From an optimization exercise on the open Yosys and OpenROAD flow, aimed at small area, a short achievable clock period and few clock cycles per item; shortcuts taken in it are not production practice.
Where RTL was checked, it was by simulation tests only, not by an equivalence proof against the original.

## reciprocal_float
module reciprocal_float(
    input clk, rst,
    input start,
    input [31:0] x,
    output [31:0] out,
    output done, zero_flag
);
For scale: roughly 410 cells after synthesis, ~64 flip-flops, ~69 I/O pins, ~3600 µm² of cells after synthesis.
==> module pfx_addx, before the edit <==
module pfx_addx #(parameter W = 30) (
    input [W-1:0] a, b,
    input p, cin,
    output [W-1:0] s
);
    localparam L = $clog2(W + 1);
    wire [W-1:0] bx = b ^ {W{p}};
    wire [W:0] g [0:L];
    wire [W:0] pp [0:L];
    assign g[0] = {a & bx, cin};
    assign pp[0] = {a ^ bx, 1'b0};
    genvar l, i;
    generate
        for (l = 0; l < L; l = l + 1) begin : lv
            for (i = 0; i <= W; i = i + 1) begin : b
                if ((i >> l) & 1) begin
                    assign g[l+1][i] = g[l][i] | (pp[l][i] & g[l][((i >> l) << l) - 1]);
                    assign pp[l+1][i] = pp[l][i] & pp[l][((i >> l) << l) - 1];
                end else begin
                    assign g[l+1][i] = g[l][i];
                    assign pp[l+1][i] = pp[l][i];
                end
            end
        end
    endgenerate
    assign s = pp[0][W:1] ^ g[L][W-1:0];
endmodule
==> module reciprocal_float, before the edit <==
module reciprocal_float(
    input clk, rst,
    input start,
    input [31:0] x,
    output [31:0] out,
    output done, zero_flag
);
    localparam NC = 23;          
    localparam W = 29;           
    reg busy, done_r, first_r;
    reg [4:0] cnt;
    reg [22:0] xm_r;             
    reg [W-1:0] r;
    reg s_r, zf_r, mz_r, p24_r;
    wire [22:0] keep;
    genvar k;
    generate
        for (k = 0; k < 23; k = k + 1) begin : dec
            assign keep[k] = ~busy | (cnt < k);
        end
    endgenerate
    wire first = first_r;
    wire [W-1:0] xm0 = {{(W-25){1'b0}}, 1'b1, xm_r, 1'b0};
    wire p0 = ~r[W-1];
    wire [W-1:1] t0;
    pfx_addx #(.W(W-1)) ad0 (.a(r[W-1:1]), .b(xm0[W-1:1]), .p(p0), .cin(p0 | first), .s(t0));
    wire [W-1:0] rn = {t0[W-2:1], r[0], p0};
    wire mz = ~(|x[22:0]);
    wire last = (cnt == NC - 1);
    wire [7:0] ex = ~x[30:23] - 8'd2 + {7'd0, mz_r};
    always @(posedge clk or posedge rst) begin
        if (rst) begin
            busy <= 1'b0;
            done_r <= 1'b0;
        end else begin
            done_r <= busy && last;
            if (!busy)
                busy <= start;
            else if (last)
                busy <= 1'b0;
        end
    end
    always @(posedge clk) begin
        first_r <= ~busy;
        cnt <= busy ? cnt + 5'd1 : 5'd0;
        if (!busy)
            r <= ~{{(W-25){1'b0}}, x[22:0], 2'b00};
        else if (first && mz_r)
            r <= {{(W-25){1'b1}}, 23'd0, 2'b11};
        else if (last)
            r <= {ex, rn[20:0]};
        else
            r <= rn;
        xm_r <= x[22:0] & keep;
        p24_r <= ~t0[W-1];
        s_r <= x[31];
        mz_r <= mz;
        zf_r <= mz & ~(|x[30:23]);
    end
    assign done = done_r;
    assign zero_flag = zf_r;
    assign out = {s_r, r[28:21], r[20:0], p24_r, 1'b1};
endmodule
==> flow/config.mk <==
export PLATFORM = sky130hd
export DESIGN_NAME = reciprocal_float
export DESIGN_NICKNAME = reciprocal_float
export VERILOG_FILES = /design/flow/design.v
export SDC_FILE = /design/flow/constraint.sdc
export NUM_CORES = 4
export LEC_CHECK = 0
export CAP_MARGIN = 20
export CORE_MARGIN = 2
export CORE_UTILIZATION = 40
export SLEW_MARGIN = 20
export SYNTH_HIERARCHICAL = 1
export SYNTH_MINIMUM_KEEP_SIZE = 0
==> flow/constraint.sdc <==
create_clock -name core_clock -period 11.0 [get_ports {clk}]
set_input_delay 2.2000 -clock core_clock [delete_from_list [all_inputs] [get_ports {clk}]]
set_output_delay 2.2000 -clock core_clock [all_outputs]
set_load 0.01 [all_outputs]
standard.sh (not shown) runs the stock make flow with config.mk's settings and CLKGATE_MAP_FILE= SYNTH_SCRIPT=/design/flow/synth_recipe.tcl, a recipe that flattens the netlist after the stock synthesis.
==> flow/flow/run.sh <==
#!/bin/bash
# The standard layout (standard.sh, unchanged synthesis), with repair_timing
# aiming below the clock period and smaller port buffers.
set -euo pipefail
bash standard.sh SETUP_SLACK_MARGIN=7.8 'BUFFER_PORTS_ARGS=-buffer_cell sky130_fd_sc_hd__buf_1' finish > standard_flow.log 2>&1
The starting point produced a clean layout.
Testbench counts at the start, summed over its fixed seeds: cycles 40,000, items 1,600.
Rerun with:
--- a/flow/design.v
+++ b/flow/design.v
@@ -22,36 +22,35 @@
     input mode,  
     output signed [BIT_LENGTH - 1 : 0] out
 );
     assign out = (mode == 1) ? (in1 + in2) : (in1 - in2);
 endmodule
-module pfx_addx #(parameter W = 30) (
+module pfx_add #(parameter W = 30) (
     input [W-1:0] a, b,
-    input p, cin,
+    input cin,
     output [W-1:0] s
 );
     localparam L = $clog2(W + 1);
-    wire [W-1:0] bx = b ^ {W{p}};
     wire [W:0] g [0:L];
-    wire [W:0] pp [0:L];
-    assign g[0] = {a & bx, cin};
-    assign pp[0] = {a ^ bx, 1'b0};
+    wire [W:0] p [0:L];
+    assign g[0] = {a & b, cin};
+    assign p[0] = {a ^ b, 1'b0};
     genvar l, i;
     generate
         for (l = 0; l < L; l = l + 1) begin : lv
             for (i = 0; i <= W; i = i + 1) begin : b
-                if ((i >> l) & 1) begin
-                    assign g[l+1][i] = g[l][i] | (pp[l][i] & g[l][((i >> l) << l) - 1]);
-                    assign pp[l+1][i] = pp[l][i] & pp[l][((i >> l) << l) - 1];
+                if (i >= (1 << l)) begin
+                    assign g[l+1][i] = g[l][i] | (p[l][i] & g[l][i - (1 << l)]);
+                    assign p[l+1][i] = p[l][i] & p[l][i - (1 << l)];
                 end else begin
                     assign g[l+1][i] = g[l][i];
-                    assign pp[l+1][i] = pp[l][i];
+                    assign p[l+1][i] = p[l][i];
                 end
             end
         end
     endgenerate
-    assign s = pp[0][W:1] ^ g[L][W-1:0];
+    assign s = p[0][W:1] ^ g[L][W-1:0];
 endmodule
 module upCounterRE #(
     parameter BIT_LENGTH = 16
 ) (
     input clk, rst,
@@ -402,12 +401,13 @@
         end
     endgenerate
     wire first = first_r;
     wire [W-1:0] xm0 = {{(W-25){1'b0}}, 1'b1, xm_r, 1'b0};
     wire p0 = ~r[W-1];
+    wire [W-1:1] b0 = xm0[W-1:1] ^ {(W-1){p0}};
     wire [W-1:1] t0;
-    pfx_addx #(.W(W-1)) ad0 (.a(r[W-1:1]), .b(xm0[W-1:1]), .p(p0), .cin(p0 | first), .s(t0));
+    pfx_add #(.W(W-1)) ad0 (.a(r[W-1:1]), .b(b0), .cin(p0 | first), .s(t0));
     wire [W-1:0] rn = {t0[W-2:1], r[0], p0};
     wire mz = ~(|x[22:0]);
     wire last = (cnt == NC - 1);
     wire [7:0] ex = ~x[30:23] - 8'd2 + {7'd0, mz_r};
     always @(posedge clk or posedge rst) begin
Maximum frequency went down slightly.
Utilization went down by 1.0 points.
Worst setup slack is worse by 28 ps.
Cell count went up by roughly a tenth.
Global-route usage went up by 1.4 points.
Sequential share of layout area went down by 2.3 points.
Hold slack is better by 21 ps.
For the second run of this note, only the layout was checked, not whether the RTL still works.

[what the ideal ports hide]
Ports are ideal in the flow. The routed layouts listed here were re-timed in OpenROAD.
Step 1 sets driving cells, clkbuf_16 on the clock port and buf_2 on the other inputs (assumed; they add their load-dependent delay and slew).
Step 2 also shifts input and output timing later by t, the mid clock arrival at the registers, as if the neighbouring blocks saw the same clock.
Slacks: ideal ports / drivers / drivers and shift; pairs: ideal ports / drivers.
run	shift t [ns]	setup slack, ns	latest minus earliest clock arrival (ns)	slew at the worst register clock pin (ns)
the first run	0.377	7.868 / 7.835 / 7.572	0.012 / 0.013	0.08 / 0.08
the second run	0.380	7.840 / 7.808 / 7.526	0.008 / 0.008	0.08 / 0.08
After both steps setup and hold are still met in every run listed. The setup slack of the second run, which loses most, moves by -0.032 ns with the drivers and by -0.314 ns with both steps.
